This is an optimization exercise on Yosys and OpenROAD, whose aim is small area and a short achievable clock period, not a production implementation. In this exercise RTL edits were held to simulation tests only and were not proved equivalent to the original. Power is estimated from default activity; no workload was simulated.

**constraint.sdc**
```tcl
create_clock -name core_clock -period 8.0 [get_ports {clk_i}]
set_input_delay 1.6000 -clock core_clock [delete_from_list [all_inputs] [get_ports {clk_i}]]
set_output_delay 1.6000 -clock core_clock [all_outputs]
set_load 0.01 [all_outputs]
```
**config.mk**
```make
export PLATFORM = sky130hd
export DESIGN_NAME = core
export DESIGN_NICKNAME = core
export VERILOG_FILES = /design/flow/design.v
export SDC_FILE = /design/flow/constraint.sdc
export NUM_CORES = 4
export LEC_CHECK = 0
export CAP_MARGIN = 20
export CORE_MARGIN = 2
export CORE_UTILIZATION = 40
export SLEW_MARGIN = 20
```
**run.sh**
```bash
#!/bin/bash
# synth_recipe.tcl (not shown) runs the flow's synth.tcl, then flattens the netlist and writes it again
# the make line also repeats each setting of config.mk as NAME=value (left out here)
make -C /OpenROAD-flow-scripts/flow DESIGN_CONFIG=/design/flow/config.mk WORK_HOME=/design/flow/orfs CLKGATE_MAP_FILE= SYNTH_SCRIPT=/design/flow/synth_recipe.tcl finish
```
**design.v**
```verilog
package riscv_cpu_pkg;
  parameter ADDR_WIDTH = 5;
  parameter DATA_WIDTH = 32;
  parameter CSR_WIDTH  = 16;
  parameter CU_PC_BOOT    = 2'b00;
  parameter CU_PC_STALL   = 2'b01;
  parameter CU_PC_NEXT    = 2'b10;
  parameter BU_MUX_WIDTH = 2; 
  parameter BU_PC_NEXT   = 2'b00;
  parameter BU_PC_JAL    = 2'b01;
  parameter BU_PC_BRANCH = 2'b10;
  parameter OP_MSB     = 6;
  parameter OP_LSB     = 0;
  parameter FUNCT3_MSB = 14;
  parameter FUNCT3_LSB = 12;
  parameter FUNCT7_MSB = 31;
  parameter FUNCT7_LSB = 25;
  parameter REG_S1_MSB = 19;
  parameter REG_S1_LSB = 15;
  parameter REG_S2_MSB = 24;
  parameter REG_S2_LSB = 20;
  parameter REG_RD_MSB = 11;
  parameter REG_RD_LSB = 7;
  parameter IMM_MSB    = 31;
  parameter IMM_LSB    = 20;
  parameter IMM_NBITS = IMM_MSB - IMM_LSB + 1;
  parameter OPCODE_LUI       = 7'h37;
  parameter OPCODE_AUIPC     = 7'h17;
  parameter OPCODE_JAL       = 7'h6F;
  parameter OPCODE_JALR      = 7'h67;
  parameter OPCODE_BRANCH    = 7'h63;
  parameter OPCODE_LOAD      = 7'h03;
  parameter OPCODE_STORE     = 7'h23;
  parameter OPCODE_OP_IMM    = 7'h13;
  parameter OPCODE_OP        = 7'h33;
  parameter OPCODE_MISC_MEM  = 7'h0F;
  parameter OPCODE_SYSTEM    = 7'h73;
  parameter BEQ  = 3'b000;
  parameter BNE  = 3'b001;
  parameter BLT  = 3'b100;
  parameter BGE  = 3'b101;
  parameter BLTU = 3'b110;
  parameter BGEU = 3'b111;
  parameter LB   = 3'b000;
  parameter LH   = 3'b001;
  parameter LW   = 3'b010;
  parameter LBU  = 3'b100;
  parameter LHU  = 3'b101;
  parameter SB = 3'b000;
  parameter SH = 3'b001;
  parameter SW = 3'b010;
  parameter ADDI  = 3'b000;
  parameter SLTI  = 3'b010;
  parameter SLTIU = 3'b011;
  parameter XORI  = 3'b100;
  parameter ORI   = 3'b110;
  parameter ANDI  = 3'b111;
  parameter SLLI  = 3'b001;
  parameter SRI   = 3'b101;
  parameter ADD  = 3'b000;
  parameter SLL  = 3'b001;
  parameter SLT  = 3'b010;
  parameter SLTU = 3'b011;
  parameter XOR  = 3'b100;
  parameter SR   = 3'b101;
  parameter OR   = 3'b110;
  parameter AND  = 3'b111;
  parameter OP_A_REG   = 2'b00;
  parameter OP_A_IMM   = 2'b01;
  parameter OP_A_PC    = 2'b10;
  parameter OP_B_REG   = 0;
  parameter OP_B_IMM   = 1;
  parameter ALU_OP_WIDTH = 4;
  parameter ALU_ADD  = 4'b0000;
  parameter ALU_SUB  = 4'b0001;
  parameter ALU_XOR  = 4'b0010;
  parameter ALU_AND  = 4'b0011;
  parameter ALU_OR   = 4'b0100;
  parameter ALU_SLT  = 4'b0101;
  parameter ALU_SLTU = 4'b0110;
  parameter ALU_SLL  = 4'b0111;
  parameter ALU_SRL  = 4'b1000;
  parameter ALU_SRA  = 4'b1001;
  parameter IMM_MUX_WIDTH = 2;
  parameter IMM_Z     = 2'b00;
  parameter IMM_I     = 2'b01;
  parameter IMM_S     = 2'b10;
  parameter IMM_J     = 2'b11;
  parameter JAL_JUMP      = 0;
  parameter JAL_JUMPR     = 1;
  parameter CSR_CARRY    = 0;
  parameter CSR_OVERFLOW = 1;
  parameter CSR_SIGN     = 2;
  parameter CSR_ZERO     = 3;
  parameter NO_BRANCH         = 2'b00;
  parameter BRANCH_IF_EQUAL   = 2'b01;
  parameter BRANCH_IF_EQUAL_N = 2'b10;
  parameter BRANC_IF_SIGN     = 2'b11;
  parameter WDATA_MUX_WIDTH = 1;
  parameter WDATA_ALU = 1'b0;
  parameter WDATA_MEM = 1'b1;
  parameter JALR_RDATA_MUX_WIDTH = 1;
  parameter JALR_RDATA_REG = 1'b0;
  parameter JALR_RDATA_MEM = 1'b1;
  parameter ALU_DATA_A_MUX_WIDTH = 2;
  parameter ALU_DATA_A_REG = 2'b00;
  parameter ALU_DATA_A_MEM = 2'b01;
  parameter ALU_DATA_A_WB  = 2'b10;
  parameter ALU_DATA_B_MUX_WIDTH = 2;
  parameter ALU_DATA_B_REG = 2'b00;
  parameter ALU_DATA_B_MEM = 2'b01;
  parameter ALU_DATA_B_WB  = 2'b10;
typedef struct packed {
  logic  [ALU_OP_WIDTH-1:0] alu_op;
} ex_ctl_t;
typedef struct packed {
  logic             [1:0] branch_mux;
  logic                   mem_we;
} mem_ctl_t;
typedef struct packed {
  logic                        reg_we;
  logic  [WDATA_MUX_WIDTH-1:0] wdata_mux;
} wb_ctl_t;
typedef struct packed {
  logic  [DATA_WIDTH-1:0] imm;
  logic  [DATA_WIDTH-1:0] alu_data_a;
  logic  [DATA_WIDTH-1:0] alu_data_b;
  logic  [ADDR_WIDTH-1:0] reg_raddr_a;
  logic  [ADDR_WIDTH-1:0] reg_raddr_b;
  logic                   data_a_reg;   
  logic                   data_b_reg;   
  logic            [31:0] pc;
  logic            [31:0] branch_addr;
  logic  [DATA_WIDTH-1:0] mem_wdata;
  logic  [ADDR_WIDTH-1:0] dest_reg;
} id2ex_t;
typedef struct packed {
  logic            [31:0] pc;
  logic            [31:0] branch_addr;
  logic  [DATA_WIDTH-1:0] mem_wdata;
  logic  [ADDR_WIDTH-1:0] dest_reg;
  logic  [DATA_WIDTH-1:0] alu_result;
} ex2mem_t;
typedef struct packed {
  logic       [ADDR_WIDTH-1:0] dest_reg;
  logic       [DATA_WIDTH-1:0] alu_result;
  logic       [DATA_WIDTH-1:0] mem_data;
} mem2wb_t;
endpackage : riscv_cpu_pkg
module core (
  input  logic        clk_i,
  input  logic        rst_ni,
  output logic        instr_req_o,
  input  logic        instr_gnt_i,
  input  logic        instr_rvalid_i,
  output logic [31:0] instr_addr_o,
  input  logic [31:0] instr_rdata_i,
  output logic        data_req_o,
  input  logic        data_gnt_i,
  input  logic        data_rvalid_i,
  output logic        data_we_o,
  output logic [3:0]  data_be_o,
  output logic [31:0] data_addr_o,
  output logic [31:0] data_wdata_o,
  input  logic [31:0] data_rdata_i,
  input  logic [31:0] irq_i,
  output logic        irq_ack_o,
  output logic [4:0]  irq_id_o,
  input  logic        fetch_enable_i,
  input  logic [31:0] boot_addr_i
);
  assign instr_req_o = 1'b1;
  assign data_req_o  = 1'b1;
  assign data_be_o   = 4'hF;
  assign irq_ack_o   = 1'b0;
  assign irq_id_o    = 5'b0;
  logic [31:0] pc_q;         
  logic [31:0] id_pc_q;      
  logic [31:0] id_instr_q;   
  logic [31:0] ex_op_a_q, ex_op_b_q, ex_wdata_q, ex_baddr_q;
  logic [4:0]  ex_dest_q;
  logic        ex_reg_we_q, ex_load_q, ex_mem_we_q, ex_beq_q, ex_bne_q;
  logic        ex_add_q, ex_sub_q, ex_xor_q, ex_and_q, ex_or_q, ex_sll_q, ex_srl_q;
  logic        ex_fm_a_q, ex_fw_a_q, ex_fr_a_q;    
  logic        ex_fm_b_q, ex_fw_b_q, ex_fr_b_q;    
  logic        ex_hold_a_q, ex_hold_b_q;           
  logic        stall_q;                            
  logic [31:0] mem_alu_q, mem_wdata_q, mem_baddr_q;
  logic [4:0]  mem_dest_q;
  logic        mem_reg_we_q, mem_load_q, mem_we_q;
  logic        taken_q;                            
  logic [31:0] wb_val_q;
  logic [4:0]  wb_dest_q;
  logic        wb_we_q;
  logic [31:1] rf_valid_q;
  logic [31:0] rf_q [32];
  logic [31:0] rf_wsel;
  assign rf_q[0] = 32'b0;
  always_comb begin
    rf_wsel = 32'b0;
    if (wb_we_q) rf_wsel[wb_dest_q] = 1'b1;
  end
  generate
    genvar gi;
    for (gi = 1; gi < 32; gi++) begin : g_rf
      logic [31:0] r;
      always_ff @(posedge clk_i) begin
        if (rf_wsel[gi]) r <= wb_val_q;
      end
      assign rf_q[gi] = r;
    end
  endgenerate
  always_ff @(posedge clk_i or negedge rst_ni) begin
    if (~rst_ni) rf_valid_q <= '0;
    else         rf_valid_q <= rf_valid_q | rf_wsel[31:1];
  end
  logic [31:0] I;
  logic [6:0]  opc;
  logic [2:0]  f3;
  logic [4:0]  rs1, rs2, rd;
  assign I   = id_instr_q;
  assign opc = I[6:0];
  assign f3  = I[14:12];
  assign rs1 = I[19:15];
  assign rs2 = I[24:20];
  assign rd  = I[11:7];
  logic is_jal, is_jalr, is_br, is_ld, is_st, is_opi, is_op;
  assign is_jal  = (opc == 7'h6F);
  assign is_jalr = (opc == 7'h67);
  assign is_br   = (opc == 7'h63);
  assign is_ld   = (opc == 7'h03);
  assign is_st   = (opc == 7'h23);
  assign is_opi  = (opc == 7'h13);
  assign is_op   = (opc == 7'h33);
  logic a_pc, a_reg, b_reg, d_reg_we;
  assign a_pc     = is_jal | is_jalr;
  assign a_reg    = ~a_pc;
  assign b_reg    = is_br | is_op;
  assign d_reg_we = is_jal | is_jalr | is_ld | is_opi | is_op;
  logic [31:0] imm;
  always_comb begin
    imm = 32'b0;
    if (is_ld | is_opi) imm = {{20{I[31]}}, I[31:20]};
    else if (is_st)     imm = {{20{I[31]}}, I[31:25], I[11:7]};
    else if (a_pc)      imm = 32'd4;
  end
  logic d_add, d_sub, d_xor, d_and, d_or, d_sll, d_srl;
  always_comb begin
    d_add = 1'b0; d_sub = 1'b0; d_xor = 1'b0; d_and = 1'b0;
    d_or  = 1'b0; d_sll = 1'b0; d_srl = 1'b0;
    if (is_opi | is_op) begin
      case (f3)
        3'b000: if (is_op & I[30]) d_sub = 1'b1; else d_add = 1'b1;
        3'b001: d_sll = 1'b1;
        3'b100: d_xor = 1'b1;
        3'b101: d_srl = 1'b1;
        3'b110: d_or  = 1'b1;
        3'b111: d_and = 1'b1;
        default: ;
      endcase
    end else if (is_br) begin
      d_sub = 1'b1;
    end else begin
      d_add = 1'b1;
    end
  end
  logic [31:0] rf_a, rf_b;
  always_comb begin
    rf_a = 32'b0;
    rf_b = 32'b0;
    for (int i = 1; i < 32; i++) begin
      if (rs1 == i && rf_valid_q[i]) rf_a = rf_a | rf_q[i];
      if (rs2 == i && rf_valid_q[i]) rf_b = rf_b | rf_q[i];
    end
    if (wb_we_q && wb_dest_q == rs1) rf_a = wb_val_q;
    if (wb_we_q && wb_dest_q == rs2) rf_b = wb_val_q;
  end
  logic ex_hit1, ex_hit2, mem_hit1, mem_hit2;
  assign ex_hit1  = (rs1 == ex_dest_q)  && ex_reg_we_q  && (ex_dest_q  != 5'd0);
  assign ex_hit2  = (rs2 == ex_dest_q)  && ex_reg_we_q  && (ex_dest_q  != 5'd0);
  assign mem_hit1 = (rs1 == mem_dest_q) && mem_reg_we_q && (mem_dest_q != 5'd0);
  assign mem_hit2 = (rs2 == mem_dest_q) && mem_reg_we_q && (mem_dest_q != 5'd0);
  logic [31:0] jal_off, jalr_off, br_off, jalr_base, jal_addr;
  assign jal_off  = {{13{I[31]}}, I[19:12], I[20], I[30:21]};
  assign jalr_off = {{20{I[31]}}, I[31:20]};
  assign br_off   = {{21{I[31]}}, I[7], I[30:25], I[11:8]};
  assign jalr_base = (mem_hit1 && is_jalr) ? mem_alu_q : {27'b0, rs1};
  assign jal_addr  = is_jalr ? (jalr_base + jalr_off) : (id_pc_q + jal_off);
  logic stall_id;
  assign stall_id = (ex_hit1 && is_jalr) || stall_q;
  logic [31:0] pc_d;
  always_comb begin
    if (taken_q)                  pc_d = mem_baddr_q;
    else if (is_jal | is_jalr)    pc_d = jal_addr;
    else                          pc_d = pc_q + 32'd4;
  end
  always_ff @(posedge clk_i or negedge rst_ni) begin
    if (~rst_ni) begin
      pc_q       <= '0;
      id_instr_q <= '0;
    end else if (!stall_id) begin
      pc_q       <= pc_d;
      id_instr_q <= instr_rdata_i;
    end
  end
  always_ff @(posedge clk_i) begin
    if (!stall_id) id_pc_q <= pc_q;
  end
  assign instr_addr_o = pc_q;
  logic ld_ex;       
  assign ld_ex = ex_load_q;
  always_ff @(posedge clk_i) begin
    if (!stall_q) begin
      ex_op_a_q  <= a_pc ? id_pc_q : rf_a;
      ex_op_b_q  <= b_reg ? rf_b : imm;
      ex_wdata_q <= rf_b;
      ex_baddr_q <= id_pc_q + br_off;
      ex_dest_q  <= rd;
    end
  end
  always_ff @(posedge clk_i or negedge rst_ni) begin
    if (~rst_ni) begin
      {ex_reg_we_q, ex_load_q, ex_mem_we_q, ex_beq_q, ex_bne_q} <= '0;
      {ex_add_q, ex_sub_q, ex_xor_q, ex_and_q, ex_or_q, ex_sll_q, ex_srl_q} <= '0;
      {ex_fm_a_q, ex_fw_a_q, ex_fr_a_q, ex_fm_b_q, ex_fw_b_q, ex_fr_b_q} <= '0;
      {ex_hold_a_q, ex_hold_b_q, stall_q} <= '0;
    end else if (stall_q) begin
      ex_fm_a_q   <= 1'b0;
      ex_fw_a_q   <= ex_hold_a_q;
      ex_fr_a_q   <= ~ex_hold_a_q;
      ex_fm_b_q   <= 1'b0;
      ex_fw_b_q   <= ex_hold_b_q;
      ex_fr_b_q   <= ~ex_hold_b_q;
      ex_hold_a_q <= 1'b0;
      ex_hold_b_q <= 1'b0;
      stall_q     <= 1'b0;
    end else if (taken_q) begin
      {ex_reg_we_q, ex_load_q, ex_mem_we_q, ex_beq_q, ex_bne_q} <= '0;
      {ex_add_q, ex_sub_q, ex_xor_q, ex_and_q, ex_or_q, ex_sll_q, ex_srl_q} <= '0;
      {ex_fm_a_q, ex_fw_a_q, ex_fr_a_q, ex_fm_b_q, ex_fw_b_q, ex_fr_b_q} <= '0;
      {ex_hold_a_q, ex_hold_b_q, stall_q} <= '0;
    end else begin
      ex_reg_we_q <= d_reg_we;
      ex_load_q   <= is_ld;
      ex_mem_we_q <= is_st;
      ex_beq_q    <= is_br && (f3 == 3'b000);
      ex_bne_q    <= is_br && (f3 == 3'b001);
      ex_add_q    <= d_add;
      ex_sub_q    <= d_sub;
      ex_xor_q    <= d_xor;
      ex_and_q    <= d_and;
      ex_or_q     <= d_or;
      ex_sll_q    <= d_sll;
      ex_srl_q    <= d_srl;
      ex_fm_a_q   <= ex_hit1 && a_reg;
      ex_fw_a_q   <= !(ex_hit1 && a_reg) && mem_hit1 && a_reg;
      ex_fr_a_q   <= !(ex_hit1 && a_reg) && !(mem_hit1 && a_reg);
      ex_fm_b_q   <= ex_hit2 && b_reg;
      ex_fw_b_q   <= !(ex_hit2 && b_reg) && mem_hit2 && a_reg;
      ex_fr_b_q   <= !(ex_hit2 && b_reg) && !(mem_hit2 && a_reg);
      ex_hold_a_q <= ex_hit1 && ld_ex && a_reg;
      ex_hold_b_q <= ex_hit2 && ld_ex && a_reg;
      stall_q     <= (ex_hit1 || ex_hit2) && ld_ex;
    end
  end
  logic [31:0] alu_a, alu_b, alu_res;
  assign alu_a = ({32{ex_fm_a_q}} & mem_alu_q) | ({32{ex_fw_a_q}} & wb_val_q) | ({32{ex_fr_a_q}} & ex_op_a_q);
  assign alu_b = ({32{ex_fm_b_q}} & mem_alu_q) | ({32{ex_fw_b_q}} & wb_val_q) | ({32{ex_fr_b_q}} & ex_op_b_q);
  assign alu_res = ({32{ex_add_q}} & (alu_a + alu_b))
                 | ({32{ex_sub_q}} & (alu_a - alu_b))
                 | ({32{ex_xor_q}} & (alu_a ^ alu_b))
                 | ({32{ex_and_q}} & (alu_a & alu_b))
                 | ({32{ex_or_q}}  & (alu_a | alu_b))
                 | ({32{ex_sll_q}} & (alu_a << alu_b[4:0]))
                 | ({32{ex_srl_q}} & (alu_a >> alu_b[4:0]));
  logic squash_ex;
  assign squash_ex = taken_q | stall_q;
  logic eq;
  assign eq = (alu_a == alu_b);
  always_ff @(posedge clk_i or negedge rst_ni) begin
    if (~rst_ni) begin
      mem_alu_q    <= '0;
      mem_reg_we_q <= 1'b0;
      mem_load_q   <= 1'b0;
      mem_we_q     <= 1'b0;
      taken_q      <= 1'b0;
    end else begin
      mem_alu_q    <= squash_ex ? 32'b0 : alu_res;
      mem_reg_we_q <= ~squash_ex & ex_reg_we_q;
      mem_load_q   <= ~squash_ex & ex_load_q;
      mem_we_q     <= ~squash_ex & ex_mem_we_q;
      taken_q      <= ~squash_ex & ((ex_beq_q & eq) | (ex_bne_q & ~eq));
    end
  end
  always_ff @(posedge clk_i) begin
    mem_wdata_q <= ex_wdata_q;
    mem_baddr_q <= ex_baddr_q;
    mem_dest_q  <= ex_dest_q;
  end
  assign data_addr_o  = mem_alu_q;
  assign data_we_o    = mem_we_q;
  assign data_wdata_o = mem_wdata_q;
  always_ff @(posedge clk_i or negedge rst_ni) begin
    if (~rst_ni) wb_we_q <= 1'b0;
    else         wb_we_q <= mem_reg_we_q;
  end
  always_ff @(posedge clk_i) begin
    wb_val_q  <= mem_load_q ? data_rdata_i : mem_alu_q;
    wb_dest_q <= mem_dest_q;
  end
endmodule
```
==> metrics.md, run 1 <==
| Metric | Value |
|---|---|
| Worst hold slack | 335 ps |
| Synth Warn # | 2 |
| Worst relative slew slack | 0.0482 |
| Post-Route WL | 339,000 um |
| Post-cts sizing count | 0 |
| Rows | 153 |
| Register share of total power | 0.482 |
| All-Layer GR Usage | 0.364 |
| Area of the multi-input gates | 0.0276 sq mm |
| CTS tree | yes |
| Clock power frac | 0.383 |
| Largest net degree at the start of global routing | just under 80 |
| MaxCap Viol Count | 0 |
| Arrival @ worst endpoint | 7270 ps |
| Worst Setup Path Type | reg -> reg |
| Reg-to-Reg End | pc_q[26]$_DFFE_PN0P_ |
| Min Tclk post-route | about 6600 ps |
| Worst-Margin Slew | 1430 ps |
| Routed length per instance | 40.0 um |
| Max VDD drop | 0.156 mV |
| GRT busiest layer | met2 |
| Leading cell type in the layout, fill and taps excluded | edfxtp_1 |
| Via count | 61.8k |
| CTS sink count | 1,416 |
| Critical path destination | pc_q[26]$_DFFE_PN0P_ |
| Slowest cell on the critical path | nor2_2 |
| Crit path depth | 17 |
| Worst path cell trace | nor2b_1, and4_4, nand2_1, nor2_2, mux2_2, ha_1, inv_1, fa_1, nor2b_1, o211ai_1, a2111oi_0, o21ai_0, a211oi_1, nor4_1, o31ai_1, mux2i_1, a21oi_1 |
| Initial antenna violation count | 21 |
| Share of layout cells above drive strength 1 | 0.114 |
| Die height | between 400 and 500 um |
| Fillers | about 16k |
| Post-synthesis cell count | 5,952 |
| Fin Setup TNS | 0 ps |
| Area delta synth->final | 13.7% |
| Post-synth EDFFs | 1,157 |
| Post-route ant nets | 0 |
| Reg clk slew, reported paths | 60 ps |
| Num CTS Buffers | 152 |
| Top fanout value on the critical path | 35 |
| Global-route met3 utilization | 0.143 |
| H-Tree Depth | 4 |
| Vias/cell | about 7.3 |
| Syn Area/Cell | 11.8 sq um |
| Met1 GRT Util | 0.443 |
| Post-synthesis sequential area ratio | 0.579 |
| Min-Delay Path Class | reg -> reg |
| Final Hold Fails | 0 |
| Clock latency (worst-skew pair) | 870 ps |
| Post-DP HPWL | 206,000 um |
| Grt ovf | 0 |
| Hold path start | ex_wdata_q[14]$_DFFE_PN_ |
| Worst Skew | 89.0 ps |
| Met2 global-route usage | 0.527 |
| Initial core utilization | 0.404 |
| Register Area | just over 0.04 sq mm |
| Cell depth of the worst min-delay path | 0 |
| Drt pass-1 iters | 8 |
| Cell count of the worst reg-to-reg path | 17 |
| DR iter-0 viols | 13.0k |
| Buf/Inv on CP | 1 |
| Root Buffer | clkbuf_16 |
| DIE WIDTH | 423 um |
| Residual DRC | 0 |
| P per Cell Area | between 200 and 250 mW/mm^2 |
| I/O Buffers | 162 |
| Vias in the first global route | 57.0k |
| WP data required | 8690 ps |
| Comb pwr share | 0.134 |
| Post-synth ARST share | 0.108 |
| Status | finished clean |
| # IOs | roughly 240 |
| Post-synthesis cell area | 0.0703 sq mm |
| Reg2Reg Setup Slack | 1420 ps |
| Crit. End Element | flip-flop |
| Die Area | 0.179 sq mm |
| Worst path max stage delay | about 900 ps |
| Most frequent cells in the layout | 1,157 x edfxtp_1, 398 x a22oi_1, 381 x nand2_1 |
| Max Buffers Root-to-Sink | 3 |
| P_sw | roughly 0.0051 W |
| Final Max Tran Viols | 0 |
| #FFs+latches synth | 1,416 |
| Unique masters post-synth | 82 |
| CP delay by family, top | simple AND/OR/NAND/NOR gates |
| Core area | 0.174 sq mm |
| Switching share of total power | 0.276 |
| Final clock period utilization by the worst path | 0.823 |
| RSZ-0062 raised after global routing | no |
| Reg2Reg Launch Point | id_instr_q[5]$_DFFE_PN0P_ |
| Ys flop type | edfxtp_1 |
| Startpoint Class | flip-flop |
| P_leak | approximately 30 nW |
| First-pass GRT wire length | around 460,000 um |
| P_int | 0.0133 W |
| Worst setup path start | id_instr_q[5]$_DFFE_PN0P_ |
| Hold buffers post-CTS | 0 |
| RD Place Congestion | 1.00 |
| # nets final | 6,319 |
| Final setup fails | 0 |
| Fmax | 152 MHz |
| Setup Fix Bufs, Post-CTS | 0 |
| CP dominant cell by count | nor2b_1 |
[worst min path at each step]
stage	end	slack [ps]
floorplan	mem_baddr_q[0]$_DFF_P_	320
global placement	mem_baddr_q[15]$_DFF_P_	320
detailed placement	mem_wdata_q[9]$_DFF_P_	330
CTS	mem_wdata_q[14]$_DFF_P_	340
global route	mem_wdata_q[14]$_DFF_P_	340
finish	mem_wdata_q[14]$_DFF_P_	330
[cells in the mapped netlist (17+ instances only)]
cell,n,area share
mux2_2,79,0.013
a211oi_1,39,0.0042
or3_1,17,0.0015
xor2_1,67,0.0083
o21ai_0,189,0.013
dfxtp_1,106,0.030
nor2_1,320,0.017
clkbuf_1,397,0.021
edfxtp_1,1157,0.49
a222oi_1,125,0.018
and2_1,51,0.0045
a22o_1,265,0.033
o21bai_1,23,0.0025
xnor2_1,91,0.011
nand3_1,162,0.012
mux2i_1,84,0.012
o22ai_1,25,0.0022
a221oi_1,271,0.034
nand2b_1,24,0.0021
o31ai_1,50,0.0053
or2_2,42,0.0037
nor3_1,99,0.0070
nand4_1,141,0.013
nand2_1,381,0.020
a21o_1,89,0.0095
and3_1,83,0.0074
a21oi_1,294,0.021
inv_1,136,0.0073
a22oi_1,398,0.042
buf_2,25,0.0018
buf_1,50,0.0027
nor2b_1,21,0.0019
nor4_1,23,0.0020
a31oi_1,39,0.0035
dfrtp_1,153,0.054
o211ai_1,42,0.0045
ha_1,175,0.031
[cell families after synthesis]
kind of cell               Yosys count  share of synthesized area
other                                2                   0.000107
and+or+nand+nor                   1404                     0.0964
adders and majority gates          180                     0.0326
DFF                               1416                      0.579
AOI/OAI and AO/OA                 2002                      0.213
muxes                              163                     0.0246
xor gates and xnor gates           158                     0.0197
buffers and inverters              627                     0.0351
[sequential cells by signal (all words and copies together), names as in the netlist, 5 cells and up]
register / count
ex_dest_q: 5
mem_wdata_q: 32
id_pc_q: 32
rf_valid_q: 31
ex_op_b_q: 32
mem_baddr_q: 32
ex_op_a_q: 32
mem_alu_q: 32
id_instr_q: 32
wb_dest_q: 5
pc_q: 32
mem_dest_q: 5
g_rf.r: 992
wb_val_q: 32
ex_wdata_q: 32
ex_baddr_q: 32
[metrics by stage]
stage / utilization / cells / area [sq um] / total power [W] / setup WS, ps
after global routing: 0.459 / 8454 / 79900 / 0.0189 / 854
after global placement: 0.430 / 8174 / 74900 / 0.0114 / 1690
final: 0.459 / 8476 / 80000 / 0.0184 / 1420
after CTS: 0.458 / 8450 / 79900 / 0.0183 / 1460
after floorplan: - / 5962 / 70400 / 0.0103 / 2390
after detailed placement: 0.430 / 8174 / 74900 / 0.0114 / 1490
[power by group through the flow]
stage	registers, W	clock network, W	logic, W
after detailed placement	0.00900	0	0.00239
after CTS	0.00886	0.00704	0.00240
after global routing	0.00889	0.00735	0.00265
after global placement	0.00900	0	0.00237
final	0.00887	0.00705	0.00247
after floorplan	0.00888	0	0.00146
[layer usage]
layer,vias to the layer above,part of all wire
met5,-,0.00063
met4,28,0.091
met3,1756,0.15
met2,6088,0.41
met1,30100,0.34
li1,23900,-
[final cells by class]
| type | instances | area share |
|---|---|---|
| repair buffers | 376 | 0.0404 |
| clock inverters | 89 | 0.0106 |
| well taps | 2325 | 0.0364 |
| flip-flops and latches | 1416 | 0.509 |
| inverters | 139 | 0.00660 |
| clock buffers | 187 | 0.0510 |
| diodes | 25 | 0.000782 |
| multi-input cells | 3919 | 0.345 |
==> run 2: changes to the inputs <==
--- a/design.v
+++ b/design.v
@@ -147,6 +147,37 @@
   logic       [DATA_WIDTH-1:0] mem_data;
 } mem2wb_t;
 endpackage : riscv_cpu_pkg
+module ks_add #(
+  parameter int W = 32
+) (
+  input  logic [W-1:0] a,
+  input  logic [W-1:0] b,
+  input  logic         cin,
+  output logic [W-1:0] sum
+);
+  localparam int L = 5;   
+  logic [W-1:0] g [L+1];
+  logic [W-1:0] p [L+1];
+  logic [W-1:0] c;
+  assign g[0] = {a[W-1:1] & b[W-1:1], (a[0] & b[0]) | (cin & (a[0] ^ b[0]))};
+  assign p[0] = a ^ b;
+  generate
+    genvar l, i;
+    for (l = 0; l < L; l++) begin : g_lvl
+      for (i = 0; i < W; i++) begin : g_bit
+        if (i >= (1 << l)) begin : g_op
+          assign g[l+1][i] = g[l][i] | (p[l][i] & g[l][i-(1<<l)]);
+          assign p[l+1][i] = p[l][i] & p[l][i-(1<<l)];
+        end else begin : g_pass
+          assign g[l+1][i] = g[l][i];
+          assign p[l+1][i] = p[l][i];
+        end
+      end
+    end
+  endgenerate
+  assign c   = {g[L][W-2:0], cin};
+  assign sum = p[0] ^ c;
+endmodule
 module core (
   input  logic        clk_i,
   input  logic        rst_ni,
@@ -174,18 +205,19 @@
   assign data_be_o   = 4'hF;
   assign irq_ack_o   = 1'b0;
   assign irq_id_o    = 5'b0;
+  logic [31:0] alu_res;      
   logic [31:0] pc_q;         
   logic [31:0] id_pc_q;      
   logic [31:0] id_instr_q;   
-  logic [31:0] ex_op_a_q, ex_op_b_q, ex_wdata_q, ex_baddr_q;
+  logic [6:0]  id_cls_q;     
+  logic [31:0] ex_op_a_q, ex_op_b_q;
+  logic [31:0] ex_x_q;       
   logic [4:0]  ex_dest_q;
   logic        ex_reg_we_q, ex_load_q, ex_mem_we_q, ex_beq_q, ex_bne_q;
   logic        ex_add_q, ex_sub_q, ex_xor_q, ex_and_q, ex_or_q, ex_sll_q, ex_srl_q;
-  logic        ex_fm_a_q, ex_fw_a_q, ex_fr_a_q;    
-  logic        ex_fm_b_q, ex_fw_b_q, ex_fr_b_q;    
   logic        ex_hold_a_q, ex_hold_b_q;           
   logic        stall_q;                            
-  logic [31:0] mem_alu_q, mem_wdata_q, mem_baddr_q;
+  logic [31:0] mem_alu_q, mem_x_q;
   logic [4:0]  mem_dest_q;
   logic        mem_reg_we_q, mem_load_q, mem_we_q;
   logic        taken_q;                            
@@ -215,23 +247,15 @@
     else         rf_valid_q <= rf_valid_q | rf_wsel[31:1];
   end
   logic [31:0] I;
-  logic [6:0]  opc;
   logic [2:0]  f3;
   logic [4:0]  rs1, rs2, rd;
   assign I   = id_instr_q;
-  assign opc = I[6:0];
   assign f3  = I[14:12];
   assign rs1 = I[19:15];
   assign rs2 = I[24:20];
   assign rd  = I[11:7];
   logic is_jal, is_jalr, is_br, is_ld, is_st, is_opi, is_op;
-  assign is_jal  = (opc == 7'h6F);
-  assign is_jalr = (opc == 7'h67);
-  assign is_br   = (opc == 7'h63);
-  assign is_ld   = (opc == 7'h03);
-  assign is_st   = (opc == 7'h23);
-  assign is_opi  = (opc == 7'h13);
-  assign is_op   = (opc == 7'h33);
+  assign {is_jal, is_jalr, is_br, is_ld, is_st, is_opi, is_op} = id_cls_q;
   logic a_pc, a_reg, b_reg, d_reg_we;
   assign a_pc     = is_jal | is_jalr;
   assign a_reg    = ~a_pc;
@@ -280,41 +304,67 @@
   assign ex_hit2  = (rs2 == ex_dest_q)  && ex_reg_we_q  && (ex_dest_q  != 5'd0);
   assign mem_hit1 = (rs1 == mem_dest_q) && mem_reg_we_q && (mem_dest_q != 5'd0);
   assign mem_hit2 = (rs2 == mem_dest_q) && mem_reg_we_q && (mem_dest_q != 5'd0);
-  logic [31:0] jal_off, jalr_off, br_off, jalr_base, jal_addr;
-  assign jal_off  = {{13{I[31]}}, I[19:12], I[20], I[30:21]};
-  assign jalr_off = {{20{I[31]}}, I[31:20]};
-  assign br_off   = {{21{I[31]}}, I[7], I[30:25], I[11:8]};
-  assign jalr_base = (mem_hit1 && is_jalr) ? mem_alu_q : {27'b0, rs1};
-  assign jal_addr  = is_jalr ? (jalr_base + jalr_off) : (id_pc_q + jal_off);
+  logic [31:0] jal_off, jalr_off, br_off, br_tgt, jal_tgt, jalr_m_tgt, jalr_r_tgt;
+  assign jal_off    = {{13{I[31]}}, I[19:12], I[20], I[30:21]};
+  assign jalr_off   = {{20{I[31]}}, I[31:20]};
+  assign br_off     = {{21{I[31]}}, I[7], I[30:25], I[11:8]};
+  assign br_tgt     = id_pc_q + br_off;
+  assign jal_tgt    = id_pc_q + jal_off;
+  assign jalr_m_tgt = mem_alu_q + jalr_off;
+  assign jalr_r_tgt = {27'b0, rs1} + jalr_off;
   logic stall_id;
   assign stall_id = (ex_hit1 && is_jalr) || stall_q;
   logic [31:0] pc_d;
+  logic [6:0]  if_opc;
+  logic [6:0]  if_cls;
+  assign if_opc = instr_rdata_i[6:0];
+  assign if_cls = {if_opc == 7'h6F, if_opc == 7'h67, if_opc == 7'h63, if_opc == 7'h03,
+                   if_opc == 7'h23, if_opc == 7'h13, if_opc == 7'h33};
   always_comb begin
-    if (taken_q)                  pc_d = mem_baddr_q;
-    else if (is_jal | is_jalr)    pc_d = jal_addr;
+    if (taken_q)                  pc_d = mem_x_q;
+    else if (is_jal)              pc_d = jal_tgt;
+    else if (is_jalr)             pc_d = mem_hit1 ? jalr_m_tgt : jalr_r_tgt;
     else                          pc_d = pc_q + 32'd4;
   end
   always_ff @(posedge clk_i or negedge rst_ni) begin
     if (~rst_ni) begin
-      pc_q       <= '0;
-      id_instr_q <= '0;
+      pc_q     <= '0;
+      id_cls_q <= '0;
     end else if (!stall_id) begin
-      pc_q       <= pc_d;
-      id_instr_q <= instr_rdata_i;
+      pc_q     <= pc_d;
+      id_cls_q <= if_cls;
     end
   end
   always_ff @(posedge clk_i) begin
-    if (!stall_id) id_pc_q <= pc_q;
+    if (!stall_id) begin
+      id_pc_q          <= pc_q;
+      id_instr_q       <= instr_rdata_i;
+    end
   end
   assign instr_addr_o = pc_q;
   logic ld_ex;       
   assign ld_ex = ex_load_q;
+  logic stall_next, fm_a, fw_a, fm_b, fw_b;
+  assign stall_next = (ex_hit1 || ex_hit2) && ld_ex;
+  assign fm_a = ex_hit1 && a_reg && !stall_next;
+  assign fw_a = !(ex_hit1 && a_reg) && mem_hit1 && a_reg && !stall_next;
+  assign fm_b = ex_hit2 && b_reg && !stall_next;
+  assign fw_b = !(ex_hit2 && b_reg) && mem_hit2 && a_reg && !stall_next;
+  logic [31:0] mem_wb_val;     
+  logic [31:0] raw_a, raw_b;
+  assign raw_a = a_pc ? id_pc_q : rf_a;
+  assign raw_b = b_reg ? rf_b : imm;
   always_ff @(posedge clk_i) begin
-    if (!stall_q) begin
-      ex_op_a_q  <= a_pc ? id_pc_q : rf_a;
-      ex_op_b_q  <= b_reg ? rf_b : imm;
-      ex_wdata_q <= rf_b;
-      ex_baddr_q <= id_pc_q + br_off;
+    if (stall_q) begin
+      if (ex_hold_a_q) ex_op_a_q <= data_rdata_i;
+      if (ex_hold_b_q) ex_op_b_q <= data_rdata_i ^ {32{ex_sub_q}};
+    end else begin
+      ex_op_a_q  <= ({32{fm_a}} & alu_res) | ({32{fw_a}} & mem_wb_val)
+                  | ({32{!fm_a && !fw_a}} & raw_a);
+      ex_op_b_q  <= ({32{fm_b && !d_sub}} & alu_res) | ({32{fm_b && d_sub}} & ~alu_res)
+                  | ({32{fw_b && !d_sub}} & mem_wb_val) | ({32{fw_b && d_sub}} & ~mem_wb_val)
+                  | ({32{!fm_b && !fw_b}} & (raw_b ^ {32{d_sub}}));
+      ex_x_q     <= is_st ? rf_b : br_tgt;
       ex_dest_q  <= rd;
     end
   end
@@ -322,22 +372,14 @@
     if (~rst_ni) begin
       {ex_reg_we_q, ex_load_q, ex_mem_we_q, ex_beq_q, ex_bne_q} <= '0;
       {ex_add_q, ex_sub_q, ex_xor_q, ex_and_q, ex_or_q, ex_sll_q, ex_srl_q} <= '0;
-      {ex_fm_a_q, ex_fw_a_q, ex_fr_a_q, ex_fm_b_q, ex_fw_b_q, ex_fr_b_q} <= '0;
       {ex_hold_a_q, ex_hold_b_q, stall_q} <= '0;
     end else if (stall_q) begin
-      ex_fm_a_q   <= 1'b0;
-      ex_fw_a_q   <= ex_hold_a_q;
-      ex_fr_a_q   <= ~ex_hold_a_q;
-      ex_fm_b_q   <= 1'b0;
-      ex_fw_b_q   <= ex_hold_b_q;
-      ex_fr_b_q   <= ~ex_hold_b_q;
       ex_hold_a_q <= 1'b0;
       ex_hold_b_q <= 1'b0;
       stall_q     <= 1'b0;
     end else if (taken_q) begin
       {ex_reg_we_q, ex_load_q, ex_mem_we_q, ex_beq_q, ex_bne_q} <= '0;
       {ex_add_q, ex_sub_q, ex_xor_q, ex_and_q, ex_or_q, ex_sll_q, ex_srl_q} <= '0;
-      {ex_fm_a_q, ex_fw_a_q, ex_fr_a_q, ex_fm_b_q, ex_fw_b_q, ex_fr_b_q} <= '0;
       {ex_hold_a_q, ex_hold_b_q, stall_q} <= '0;
     end else begin
       ex_reg_we_q <= d_reg_we;
@@ -352,31 +394,33 @@
       ex_or_q     <= d_or;
       ex_sll_q    <= d_sll;
       ex_srl_q    <= d_srl;
-      ex_fm_a_q   <= ex_hit1 && a_reg;
-      ex_fw_a_q   <= !(ex_hit1 && a_reg) && mem_hit1 && a_reg;
-      ex_fr_a_q   <= !(ex_hit1 && a_reg) && !(mem_hit1 && a_reg);
-      ex_fm_b_q   <= ex_hit2 && b_reg;
-      ex_fw_b_q   <= !(ex_hit2 && b_reg) && mem_hit2 && a_reg;
-      ex_fr_b_q   <= !(ex_hit2 && b_reg) && !(mem_hit2 && a_reg);
       ex_hold_a_q <= ex_hit1 && ld_ex && a_reg;
       ex_hold_b_q <= ex_hit2 && ld_ex && a_reg;
-      stall_q     <= (ex_hit1 || ex_hit2) && ld_ex;
+      stall_q     <= stall_next;
     end
   end
-  logic [31:0] alu_a, alu_b, alu_res;
-  assign alu_a = ({32{ex_fm_a_q}} & mem_alu_q) | ({32{ex_fw_a_q}} & wb_val_q) | ({32{ex_fr_a_q}} & ex_op_a_q);
-  assign alu_b = ({32{ex_fm_b_q}} & mem_alu_q) | ({32{ex_fw_b_q}} & wb_val_q) | ({32{ex_fr_b_q}} & ex_op_b_q);
-  assign alu_res = ({32{ex_add_q}} & (alu_a + alu_b))
-                 | ({32{ex_sub_q}} & (alu_a - alu_b))
-                 | ({32{ex_xor_q}} & (alu_a ^ alu_b))
-                 | ({32{ex_and_q}} & (alu_a & alu_b))
-                 | ({32{ex_or_q}}  & (alu_a | alu_b))
-                 | ({32{ex_sll_q}} & (alu_a << alu_b[4:0]))
-                 | ({32{ex_srl_q}} & (alu_a >> alu_b[4:0]));
+  logic [31:0] alu_a, alu_b;
+  assign alu_a = ex_op_a_q;
+  assign alu_b = ex_op_b_q;    
+  logic [31:0] sum;
+  ks_add #(.W(32)) u_add (.a(alu_a), .b(alu_b), .cin(ex_sub_q), .sum(sum));
   logic squash_ex;
   assign squash_ex = taken_q | stall_q;
+  logic r_arith, r_xor, r_and, r_or, r_sll, r_srl;
+  assign r_arith = (ex_add_q | ex_sub_q) & ~squash_ex;
+  assign r_xor   = ex_xor_q & ~squash_ex;
+  assign r_and   = ex_and_q & ~squash_ex;
+  assign r_or    = ex_or_q  & ~squash_ex;
+  assign r_sll   = ex_sll_q & ~squash_ex;
+  assign r_srl   = ex_srl_q & ~squash_ex;
+  assign alu_res = ({32{r_arith}} & sum)
+                 | ({32{r_xor}} & (alu_a ^ alu_b))
+                 | ({32{r_and}} & (alu_a & alu_b))
+                 | ({32{r_or}}  & (alu_a | alu_b))
+                 | ({32{r_sll}} & (alu_a << alu_b[4:0]))
+                 | ({32{r_srl}} & (alu_a >> alu_b[4:0]));
   logic eq;
-  assign eq = (alu_a == alu_b);
+  assign eq = &(alu_a ^ alu_b);
   always_ff @(posedge clk_i or negedge rst_ni) begin
     if (~rst_ni) begin
       mem_alu_q    <= '0;
@@ -385,7 +429,7 @@
       mem_we_q     <= 1'b0;
       taken_q      <= 1'b0;
     end else begin
-      mem_alu_q    <= squash_ex ? 32'b0 : alu_res;
+      mem_alu_q    <= alu_res;
       mem_reg_we_q <= ~squash_ex & ex_reg_we_q;
       mem_load_q   <= ~squash_ex & ex_load_q;
       mem_we_q     <= ~squash_ex & ex_mem_we_q;
@@ -393,19 +437,19 @@
     end
   end
   always_ff @(posedge clk_i) begin
-    mem_wdata_q <= ex_wdata_q;
-    mem_baddr_q <= ex_baddr_q;
+    mem_x_q     <= ex_x_q;
     mem_dest_q  <= ex_dest_q;
   end
   assign data_addr_o  = mem_alu_q;
   assign data_we_o    = mem_we_q;
-  assign data_wdata_o = mem_wdata_q;
+  assign data_wdata_o = mem_x_q;
+  assign mem_wb_val   = mem_load_q ? data_rdata_i : mem_alu_q;
   always_ff @(posedge clk_i or negedge rst_ni) begin
     if (~rst_ni) wb_we_q <= 1'b0;
     else         wb_we_q <= mem_reg_we_q;
   end
   always_ff @(posedge clk_i) begin
-    wb_val_q  <= mem_load_q ? data_rdata_i : mem_alu_q;
+    wb_val_q  <= mem_wb_val;
     wb_dest_q <= mem_dest_q;
   end
 endmodule
--- a/config.mk
+++ b/config.mk
@@ -7,5 +7,7 @@
 export LEC_CHECK = 0
 export CAP_MARGIN = 20
 export CORE_MARGIN = 2
-export CORE_UTILIZATION = 40
+export CORE_UTILIZATION = 55
+export SETUP_SLACK_MARGIN = 4.3
 export SLEW_MARGIN = 20
+export TNS_END_PERCENT = 100
==> run 2 against run 1 <==
Still clean; wire length increased by 3.5%; first-iteration DRC count up 9.2%; clock power rose by 0.9%; total power up 2.8%; hold slack better by 5.5 ps; register-to-register slack better by 2700 ps; global-route usage increased by 16 points; synthesized cell count down 1.0%; sequential share of layout area decreased by 3.8 points; utilization grew 20 points; critical path type unchanged; critical endpoint is now ex_op_b_q[1]$_DFFE_PP_; highest routed layer unchanged.
==> metrics.md, run 2 <==
| Metric | Value |
|---|---|
| Share of layout cells above drive strength 1 | 0.183 (+0.0692) |
| Worst path max stage delay | 460 ps (-420 ps) |
| Hold endpoint | mem_x_q[1]$_DFF_P_ |
| Final Max Tran Viols | 0 (unchanged) |
| H-Tree Depth | 4 (unchanged) |
| DIE WIDTH | 360 um (-15%) |
| Top Metal Used | met5 |
| Ys flop type | edfxtp_1 |
| Post-Synth Adder-Cell Area | 0.0285 (-0.00403) |
| Routed length per instance | 44.0 um (+10%) |
| Syn Area/Cell | 11.8 sq um (about the same) |
| Post-synthesis cell area | 0.0695 sq mm (-1.1%) |
| Clock power frac | 0.376 (-0.007) |
| Largest net degree at the start of global routing | 76 (-3.8%) |
| Simple-gate share of the synthesized area | 0.102 (+0.00601) |
| Initial core utilization | 0.554 (+0.150) |
| Synth area leader | edfxtp_1 |
| Num CTS Buffers | 142 (-6.6%) |
| CTS tree | yes |
| First-pass GRT wire length | 471,000 um (+2.7%) |
| Leading cell type in the layout, fill and taps excluded | edfxtp_1 |
| Post-Route WL | 351,000 um (+3.5%) |
| Met3 WL post-DR | 61,800 um (+18%) |
| WL met1 | 108,000 um (-6.7%) |
| RSZ-0062 raised after global routing | yes |
| Status | finished clean |
| Final instance area | 0.0829 sq mm (+3.7%) |
| Startpoint Class | flip-flop |
| Die height | 360 um (-15%) |
| Switching share of total power | 0.283 (+0.00675) |
| P_leak | 29.7 nW (+0.61%) |
| Area fraction in compound gates after synthesis | 0.203 (-0.0103) |
| Yosys top cell area share | 0.497 (+0.00251) |
| Cell depth of the worst min-delay path | 0 (unchanged) |
| #FFs+latches synth | 1,346 (-4.9%) |
| I/O Buffers | 162 (unchanged) |
| Residual DRC | 0 (unchanged) |
| Reg clk slew, reported paths | 70 ps (about the same) |
| Slowest cell on the critical path | edfxtp_1 |
| Core area | 0.126 sq mm (-28%) |
| P_int | 0.0136 W (+1.8%) |
| Initial antenna violation count | 22 (+4.8%) |
| Post-synth EDFFs | 1,150 (-0.61%) |
| Synth Warn # | 5 (+3) |
| Worst relative slew slack | 0.205 (+0.157) |
| Biggest register | g_rf.r |
| Most frequent cells in the layout | 1,150 x edfxtp_1, 715 x a22oi_1, 338 x nand2_1 |
| Drt pass-1 iters | 14 (+6) |
| WP data required | 8560 ps (-130 ps) |
| RD Place Congestion | 1.00 (about the same) |
| Wire length on met2 | 140,000 um (+0.18%) |
| Multiplexer share of the synthesized area | 0.0368 (+0.0122) |
| Reg2Reg Launch Point | id_instr_q[20]$_DFFE_PP_ |
| Final Hold Fails | 0 (unchanged) |
| Fin Setup TNS | 0 ps (unchanged) |
| DR iter-0 viols | 14.2k (+9.2%) |
| Worst Skew | 52.8 ps (-36.2 ps) |
| Arrival @ worst endpoint | 4460 ps (-2810 ps) |
| Synth top cells by count | 1,150 x edfxtp_1, 720 x a22oi_1, 350 x nor2_1 |
| Post-synthesis sequential area ratio | 0.562 (-0.0169) |
| Comb pwr share | 0.161 (+0.027) |
| Fmax | 257 MHz (+69%) |
| Placed cell area | 0.0729 sq mm (-2.7%) |
| Most frequent cell after synthesis | edfxtp_1 |
| Area delta synth->final | 19.3% |
| Max Buffers Root-to-Sink | 3 (unchanged) |
| Xor/xnor share of the synthesized area | 0.0316 (+0.0119) |
| Min-Delay Path Class | reg -> reg |
| CTS sink count | 1,346 (-4.9%) |
| Largest family of logic cells by synthesized area | compound AO/OA/AOI/OAI gates |
| Reg2Reg Setup Slack | 4110 ps (+2690 ps) |
| MaxCap Viol Count | 0 (unchanged) |
| Rows | 130 (-15%) |
| Unique masters post-synth | 97 (+18%) |
| Total power | 0.0189 W (+2.8%) |
| Register share of total power | 0.463 (-0.019) |
| Grt ovf | 0 (unchanged) |
| Min Tclk post-route | 3890 ps (-2690 ps) |
| P per Cell Area | 228 mW/mm^2 (-0.90%) |
| Final clock period utilization by the worst path | 0.487 (-0.336) |
| CP dominant cell by count | buf_4 |
| # nets final | 6,464 (+2.3%) |
| Hold path start | ex_x_q[1]$_DFFE_PN_ |
| Max VDD drop | 0.231 mV (+48%) |
| Worst-Margin Slew | 1190 ps (-237 ps) |
| Reg-to-Reg End | ex_op_b_q[1]$_DFFE_PP_ |
| Via count | 63.9k (+3.4%) |
| Worst path cell trace | buf_4, buf_4, and3_2, and3_4, buf_4, a22o_1, a221oi_1, nand3_1, nor4_2, a21oi_2, a21oi_1, mux2i_1, o31a_1 |
| Post-synthesis cell count | 5,890 (-1.0%) |
| Hold buffers post-CTS | 0 (unchanged) |
| Worst Setup Path Type | reg -> reg |
| Post-synth ARST share | 0.0906 (-0.0174) |
| Vias/cell | 8.02 (+10%) |
| Synth area leaders | edfxtp_1 50%, a22oi_1 7.8%, dfrtp_1 4.4% |
| Die Area | 0.129 sq mm (-28%) |
| Vias in the first global route | 58.6k (+2.7%) |
| Top fanout value on the critical path | 10 (-71%) |
| All-Layer GR Usage | 0.526 (+0.161) |
| Final core occ | 0.661 (+0.201) |
| Cell count of the worst reg-to-reg path | 13 (-4) |
| Root Buffer | clkbuf_16 |
| # IOs | 244 (unchanged) |
| Max reg flops | 992 (unchanged) |
| P_sw | 0.00534 W (+5.3%) |
| Post-DP HPWL | 203,000 um (-1.5%) |
| Crit. End Element | flip-flop |
| Final Non-Filler Cells | 7,968 (-6.0%) |
| Final setup fails | 0 (unchanged) |
| Cells after DPL | 7,417 (-9.3%) |
| Clock latency (worst-skew pair) | 830 ps (-40 ps) |
| Post-route ant nets | 0 (unchanged) |
## run 2: changes by cell type after synthesis, sizes merged, moves of 86 or more
cell,delta
a221oi,-150
a22o,-160
a22oi,+323
buf,+98
clkbuf,-123
xnor2,+86
## run 2: cell families after synthesis
family,count (synthesis)
AOI/OAI and AO/OA,1943
buffers and inverters,586
other,2
xor gates and xnor gates,251
DFF,1346
adders and majority gates,155
muxes,176
and+or+nand+nor,1431
## run 2: worst max-delay path: cells and delay by family, from the launching register on
kind,cells,cell delay [ps]
AOI/OAI and AO/OA,5,1410
and+or+nand+nor,4,1030
buffers and inverters,3,560
DFF,1,460
muxes,1,180
## run 2: metrics by stage
stage               hold slack, ps  worst slack, ps
finish                         340             4110
global placement               325             2830
detailed placement             327             2830
CTS                            339             4070
global route                   348             4170
floorplan                      323             4340
## run 2: area by class of cell
| class | count | area [sq um] |
|---|---|---|
| multi-input combinational | 3980 | 30500 |
| sequential | 1346 | 39100 |
| fill | 9494 | 42600 |
| clock inverter | 88 | 1210 |
| inverter | 123 | 503 |
| antenna | 23 | 57.6 |
| tap | 1650 | 2060 |
| timing repair buffer | 581 | 5810 |
| clock buffer | 177 | 3770 |
## run 2: what timing repair did
item | CTS | global route
gates cloned | 14 | 6
setup buffers | 136 | 106
hold endpoints to repair | 0 | 0
endpoints found under the setup margin | 369 | 234
gates resized for setup | 304 | 237
pin swaps | 73 | 78
## run 2: power groups by stage
stage / Combinational (W) / Sequential [W] / Clock [W]
6_report: 0.00304 / 0.00874 / 0.00711
5_1_grt: 0.00321 / 0.00875 / 0.00736
4_1_cts: 0.00285 / 0.00872 / 0.00707
3_5_place_dp: 0.00272 / 0.00886 / 0
3_3_place_gp: 0.00270 / 0.00886 / 0
2_1_floorplan: 0.00161 / 0.00863 / 0
## run 2: worst max path at each step
stage / startpoint / endpoint / slack, ps / cells after the start
4_1_cts: id_instr_q[18]$_DFFE_PP_ / ex_op_a_q[17]$_DFFE_PP_ / 4070 / 10
3_5_place_dp: id_instr_q[20]$_DFFE_PP_ / ex_op_b_q[17]$_DFFE_PP_ / 2830 / 11
5_1_grt: id_instr_q[20]$_DFFE_PP_ / ex_op_b_q[9]$_DFFE_PP_ / 4170 / 15
2_1_floorplan: id_instr_q[31]$_DFFE_PP_ / ex_x_q[30]$_DFFE_PN_ / 4340 / 10
3_3_place_gp: id_instr_q[22]$_DFFE_PP_ / ex_op_b_q[12]$_DFFE_PP_ / 2830 / 11
6_report: id_instr_q[20]$_DFFE_PP_ / ex_op_b_q[1]$_DFFE_PP_ / 4110 / 13
## run 2: per-layer routing
| metal | vias up | track usage |
|---|---|---|
| met5 | - | 0.0181 |
| met3 | 2409 | 0.267 |
| met1 | 30400 | 0.604 |
| li1 | 24100 | - |
| met4 | 30 | 0.432 |
| met2 | 6995 | 0.730 |
==> run 3: changes to the inputs <==
--- a/design.v
+++ b/design.v
@@ -210,6 +210,8 @@
   logic [31:0] id_pc_q;      
   logic [31:0] id_instr_q;   
   logic [6:0]  id_cls_q;     
+  logic [31:1] id_rs1_oh_q;  
+  logic [31:1] id_rs2_oh_q;
   logic [31:0] ex_op_a_q, ex_op_b_q;
   logic [31:0] ex_x_q;       
   logic [4:0]  ex_dest_q;
@@ -226,11 +228,13 @@
   logic        wb_we_q;
   logic [31:1] rf_valid_q;
   logic [31:0] rf_q [32];
-  logic [31:0] rf_wsel;
+  logic [31:0] rf_wsel;      
+  logic [31:1] rf_wsel_q;
   assign rf_q[0] = 32'b0;
-  always_comb begin
-    rf_wsel = 32'b0;
-    if (wb_we_q) rf_wsel[wb_dest_q] = 1'b1;
+  assign rf_wsel = {rf_wsel_q, 1'b0};
+  always_ff @(posedge clk_i or negedge rst_ni) begin
+    if (~rst_ni) rf_wsel_q <= '0;
+    else for (int i = 1; i < 32; i++) rf_wsel_q[i] <= mem_reg_we_q && (mem_dest_q == i);
   end
   generate
     genvar gi;
@@ -293,8 +297,8 @@
     rf_a = 32'b0;
     rf_b = 32'b0;
     for (int i = 1; i < 32; i++) begin
-      if (rs1 == i && rf_valid_q[i]) rf_a = rf_a | rf_q[i];
-      if (rs2 == i && rf_valid_q[i]) rf_b = rf_b | rf_q[i];
+      if (id_rs1_oh_q[i] && rf_valid_q[i]) rf_a = rf_a | rf_q[i];
+      if (id_rs2_oh_q[i] && rf_valid_q[i]) rf_b = rf_b | rf_q[i];
     end
     if (wb_we_q && wb_dest_q == rs1) rf_a = wb_val_q;
     if (wb_we_q && wb_dest_q == rs2) rf_b = wb_val_q;
@@ -339,6 +343,10 @@
     if (!stall_id) begin
       id_pc_q          <= pc_q;
       id_instr_q       <= instr_rdata_i;
+      for (int i = 1; i < 32; i++) begin
+        id_rs1_oh_q[i] <= (instr_rdata_i[19:15] == i);
+        id_rs2_oh_q[i] <= (instr_rdata_i[24:20] == i);
+      end
     end
   end
   assign instr_addr_o = pc_q;
--- a/config.mk
+++ b/config.mk
@@ -8,6 +8,8 @@
 export CAP_MARGIN = 20
 export CORE_MARGIN = 2
 export CORE_UTILIZATION = 55
-export SETUP_SLACK_MARGIN = 4.3
+export CTS_CLUSTER_DIAMETER = 70
+export CTS_CLUSTER_SIZE = 27
+export SETUP_SLACK_MARGIN = 4.8
 export SLEW_MARGIN = 20
 export TNS_END_PERCENT = 100
==> run 3 against run 2 <==
Synthesized cell count grew 5.6%; still clean on timing, DRC and antenna; clock power shrank 22%; first-iteration DRC count grew 2.5%; clock skew grew 54 ps; wire length grew 7.5%; non-clock buffer count grew 174; utilization grew 0.64 points; via count grew 6.4%; maximum frequency grew 11%; critical endpoint is now ex_op_b_q[5]$_DFFE_PP_.
==> metrics.md, run 3 <==
| Metric | Value |
|---|---|
| Reg clk slew, reported paths | 100 ps (+30 ps) |
| Reg2Reg Launch Point | id_rs2_oh_q[16]$_DFFE_PP_ |
| P per Cell Area | 208 mW/mm^2 (-8.8%) |
| Post-synthesis cell area | 0.0730 sq mm (+4.9%) |
| Clock latency (worst-skew pair) | 820 ps (about the same) |
| Root Buffer | clkbuf_16 |
| Final Hold Fails | 0 (unchanged) |
| Worst Setup Path Type | reg -> reg |
| Syn Area/Cell | 11.7 sq um (-0.60%) |
| P_int | 0.0126 W (-7.3%) |
| Worst Skew | 106 ps (+53.7 ps) |
| Post-synth EDFFs | 1,212 (+5.4%) |
| Worst relative slew slack | 0.135 (-0.0696) |
| Worst setup path start | id_rs2_oh_q[16]$_DFFE_PP_ |
| Most frequent cells in the layout | 1,212 x edfxtp_1, 458 x a22oi_1, 439 x buf_4 |
| Fin Setup TNS | 0 ps (unchanged) |
| Post-DP HPWL | 209,000 um (+2.8%) |
| Clock power frac | 0.306 (-0.070) |
| Setup WS post-layout | 4500 ps (+397 ps) |
| All-Layer GR Usage | 0.537 (+0.0118) |
| DR iter-0 viols | 14.6k (+2.5%) |
| Top fanout value on the critical path | 16 (+6) |
| RD Place Congestion | 1.02 (+1.6%) |
| # IOs | 244 (unchanged) |
| Cells after DPL | 7,852 (+5.9%) |
| Share of layout cells above drive strength 1 | 0.230 (+0.0466) |
| CTS sink count | 1,439 (+6.9%) |
| Cell depth of the worst min-delay path | 0 (unchanged) |
| H-Tree Depth | 3 (-1) |
| Final Non-Filler Cells | 8,442 (+5.9%) |
| Worst-Margin Slew | 1300 ps (+106 ps) |
| P_sw | 0.00566 W (+6.1%) |
| Fillers | 9,982 (+5.1%) |
| Vias/cell | 8.06 (+0.40%) |
| Post-route ant nets | 0 (unchanged) |
| Largest net degree at the start of global routing | 80 (+5.3%) |
| Max VDD drop | 0.225 mV (-2.7%) |
| Crit. End Element | flip-flop |
| CTS tree | yes |
| Grt ovf | 0 (unchanged) |
| #FFs+latches synth | 1,439 (+6.9%) |
| Initial core utilization | 0.554 (about the same) |
| P_leak | 31.6 nW (+6.1%) |
| Final core occ | 0.667 (+0.00641) |
| Initial antenna violation count | 30 (+36%) |
| Core area | 0.132 sq mm (+4.8%) |
| Startpoint Class | flip-flop |
| Rows | 133 (+2.3%) |
| Synth area leaders | edfxtp_1 50%, dfrtp_1 5.2%, a22oi_1 4.9% |
| Die height | 368 um (+2.4%) |
| Arrival @ worst endpoint | 4010 ps (-450 ps) |
| Max Buffers Root-to-Sink | 3 (unchanged) |
| MaxCap Viol Count | 0 (unchanged) |
| Die Area | 0.136 sq mm (+4.9%) |
| Register Area | 0.0419 sq mm (+7.1%) |
| Leading cell type in the layout, fill and taps excluded | edfxtp_1 |
| Register share of total power | 0.500 (+0.037) |
| Status | finished clean |
| Most frequent cell after synthesis | edfxtp_1 |
| Yosys top cell area share | 0.499 (+0.00226) |
| Post-synthesis sequential area ratio | 0.572 (+0.00984) |
| Unique masters post-synth | 98 (+1.0%) |
| Pre-CTS setup slack | 3240 ps (+406 ps) |
| Area of the multi-input gates | 0.0320 sq mm (+5.1%) |
| Min Tclk post-route | 3500 ps (-397 ps) |
| Cell count of the worst reg-to-reg path | 11 (-2) |
| Synth Warn # | 5 (unchanged) |
| Fmax | 286 MHz (+11%) |
| Synth top cells by count | 1,212 x edfxtp_1, 475 x a22oi_1, 386 x clkbuf_1 |
| Switching share of total power | 0.311 (+0.0282) |
| Comb pwr share | 0.194 (+0.033) |
| Ys flop type | edfxtp_1 |
| Post-synth ARST share | 0.106 (+0.0157) |
| Post-synthesis cell count | 6,217 (+5.6%) |
| WP data required | 8520 ps (-40 ps) |
| Final clock period utilization by the worst path | 0.437 (-0.0496) |
| Num CTS Buffers | 94 (-34%) |
| Total power | 0.0182 W (-3.5%) |
| Min-Delay Path Class | reg -> reg |
| DIE WIDTH | 368 um (+2.4%) |
| Post-Route WL | 377,000 um (+7.5%) |
| Vias in the first global route | 62.1k (+5.9%) |
| Synth area leader | edfxtp_1 |
| Routed length per instance | 44.7 um (+1.4%) |
| First-pass GRT wire length | 502,000 um (+6.7%) |
| Biggest register | g_rf.r |
| Hold path start | ex_x_q[7]$_DFFE_PN_ |
| Drt pass-1 iters | 11 (-3) |
| Final Max Tran Viols | 0 (unchanged) |
| Max reg flops | 992 (unchanged) |
| Residual DRC | 0 (unchanged) |
| # nets final | 6,864 (+6.2%) |
| I/O Buffers | 162 (unchanged) |
| Area delta synth->final | 20.3% |
| RSZ-0062 raised after global routing | yes |
| Via count | 68.0k (+6.4%) |
| Final setup fails | 0 (unchanged) |
-- run 3: cell count changes after synthesis, moves of 57 or more --
cell	change
a221oi_1	+81
a22o_1	+74
buf_2	-74
clkbuf_1	+113
nor3_1	+57
edfxtp_1	+62
nand3_1	+187
a22oi_1	-245
nand4_1	+58
-- run 3: layout make-up --
type | instances | area share
diodes | 28 | 0.000798
clock buffers | 105 | 0.0281
clock inverters | 73 | 0.0111
inverters | 173 | 0.00792
multi-input cells | 4114 | 0.365
flip-flops and latches | 1439 | 0.477
well taps | 1755 | 0.0250
repair buffers | 755 | 0.0854
-- run 3: cells by family (layout without fill, tap and decap cells) --
family | after synthesis | count (layout) | synth area share
AOI/OAI and AO/OA | 1885 | 1885 | 0.189
xor gates and xnor gates | 229 | 229 | 0.0275
adders and majority gates | 152 | 152 | 0.0267
buffers and inverters | 676 | 1106 | 0.0368
DFF | 1439 | 1439 | 0.572
muxes | 166 | 166 | 0.0335
other | 2 | 40 | 0.000103
and+or+nand+nor | 1668 | 1670 | 0.115
-- run 3: power groups by stage --
stage	Combinational (W)	Clock [W]	Sequential [W]
2_1_floorplan	0.00157	0	0.00915
3_3_place_gp	0.00265	0	0.00939
3_5_place_dp	0.00267	0	0.00940
4_1_cts	0.00317	0.00552	0.00908
5_1_grt	0.00368	0.00579	0.00913
6_report	0.00353	0.00558	0.00911
-- run 3: repair_timing --
| item | in CTS | in global routing |
|---|---|---|
| pin swaps | 96 | 195 |
| resized for setup | 705 | 360 |
| setup endpoints to repair | 327 | 96 |
| hold buffers | 0 | 0 |
| cloned | 19 | 4 |
| setup buffers | 263 | 98 |
-- run 3: worst paths after layout --
path                                                  to  slack [ps]
max in group asynchronous       rf_valid_q[17]$_DFF_PN0_        5770
worst max-delay path              ex_op_b_q[5]$_DFFE_PP_        4500
worst max register to register    ex_op_b_q[5]$_DFFE_PP_        4500
worst min-delay path                  mem_x_q[7]$_DFF_P_         330
min in group asynchronous           pc_q[27]$_DFFE_PN0P_         720
worst min register to register        mem_x_q[7]$_DFF_P_         330
-- run 3: worst max-delay path, stage by stage, from the launching register on --
cell,delay [ps]
edfxtp_1,340
buf_4,300
and2_4,380
buf_6,400
a22o_1,240
a221oi_1,60
and4_1,250
a31oi_4,390
a22oi_2,160
mux2i_1,230
a2111oi_2,370
a21oi_1,70
-- run 3: metal layers --
metal | GRT usage | vias to the layer above | part of all wire | routed length (um)
met5 | 0.0228 | - | 0.0016 | 598
met2 | 0.737 | 7478 | 0.39 | 148000
met4 | 0.437 | 32 | 0.12 | 44200
met3 | 0.281 | 2581 | 0.18 | 68300
li1 | - | 25400 | - | -
met1 | 0.621 | 32600 | 0.31 | 116000
-- run 3: stage by stage --
step / hold slack, ps / cell area, sq um
2_1_floorplan: 323 / 73100
3_3_place_gp: 325 / 76700
4_1_cts: 326 / 85200
5_1_grt: 350 / 87700
3_5_place_dp: 327 / 76700
6_report: 332 / 87800

## separate check: timing with driven ports
How much do the figures lean on ideal ports? The routed layouts below were timed once more, with nothing changed but the port constraints. Step 1, drivers: a clkbuf_16 drives clk_i and a buf_2 each remaining input, both assumed. Step 2 moves the port delays by t, midway between the first and last clock arrival at a register: inputs arrive t later, outputs are due t later. That takes back most of the time a late clock gives input paths. a / b / c = no drivers / after step 1 / after step 2; a / b = the first two.
| run | t (ns) | slack for setup (ns) | worst setup path after step 2 | clock arrival spread, ns | worst slew at a driven data input, ns |
|---|---|---|---|---|---|
| run 1 | 0.909 | 1.419 / 1.419 / 1.419 | register to register | 0.093 / 0.094 | 0.08 |
| run 2 | 0.882 | 4.106 / 4.106 / 4.106 | register to register | 0.058 / 0.058 | 0.07 |
| run 3 | 0.845 | 4.504 / 4.504 / 4.099 | input to register | 0.110 / 0.110 | 0.07 |
After both steps setup and hold are still met in every run listed. The setup slack of run 3, which loses most, moves by 0.000 ns with the drivers and by -0.405 ns with both steps.
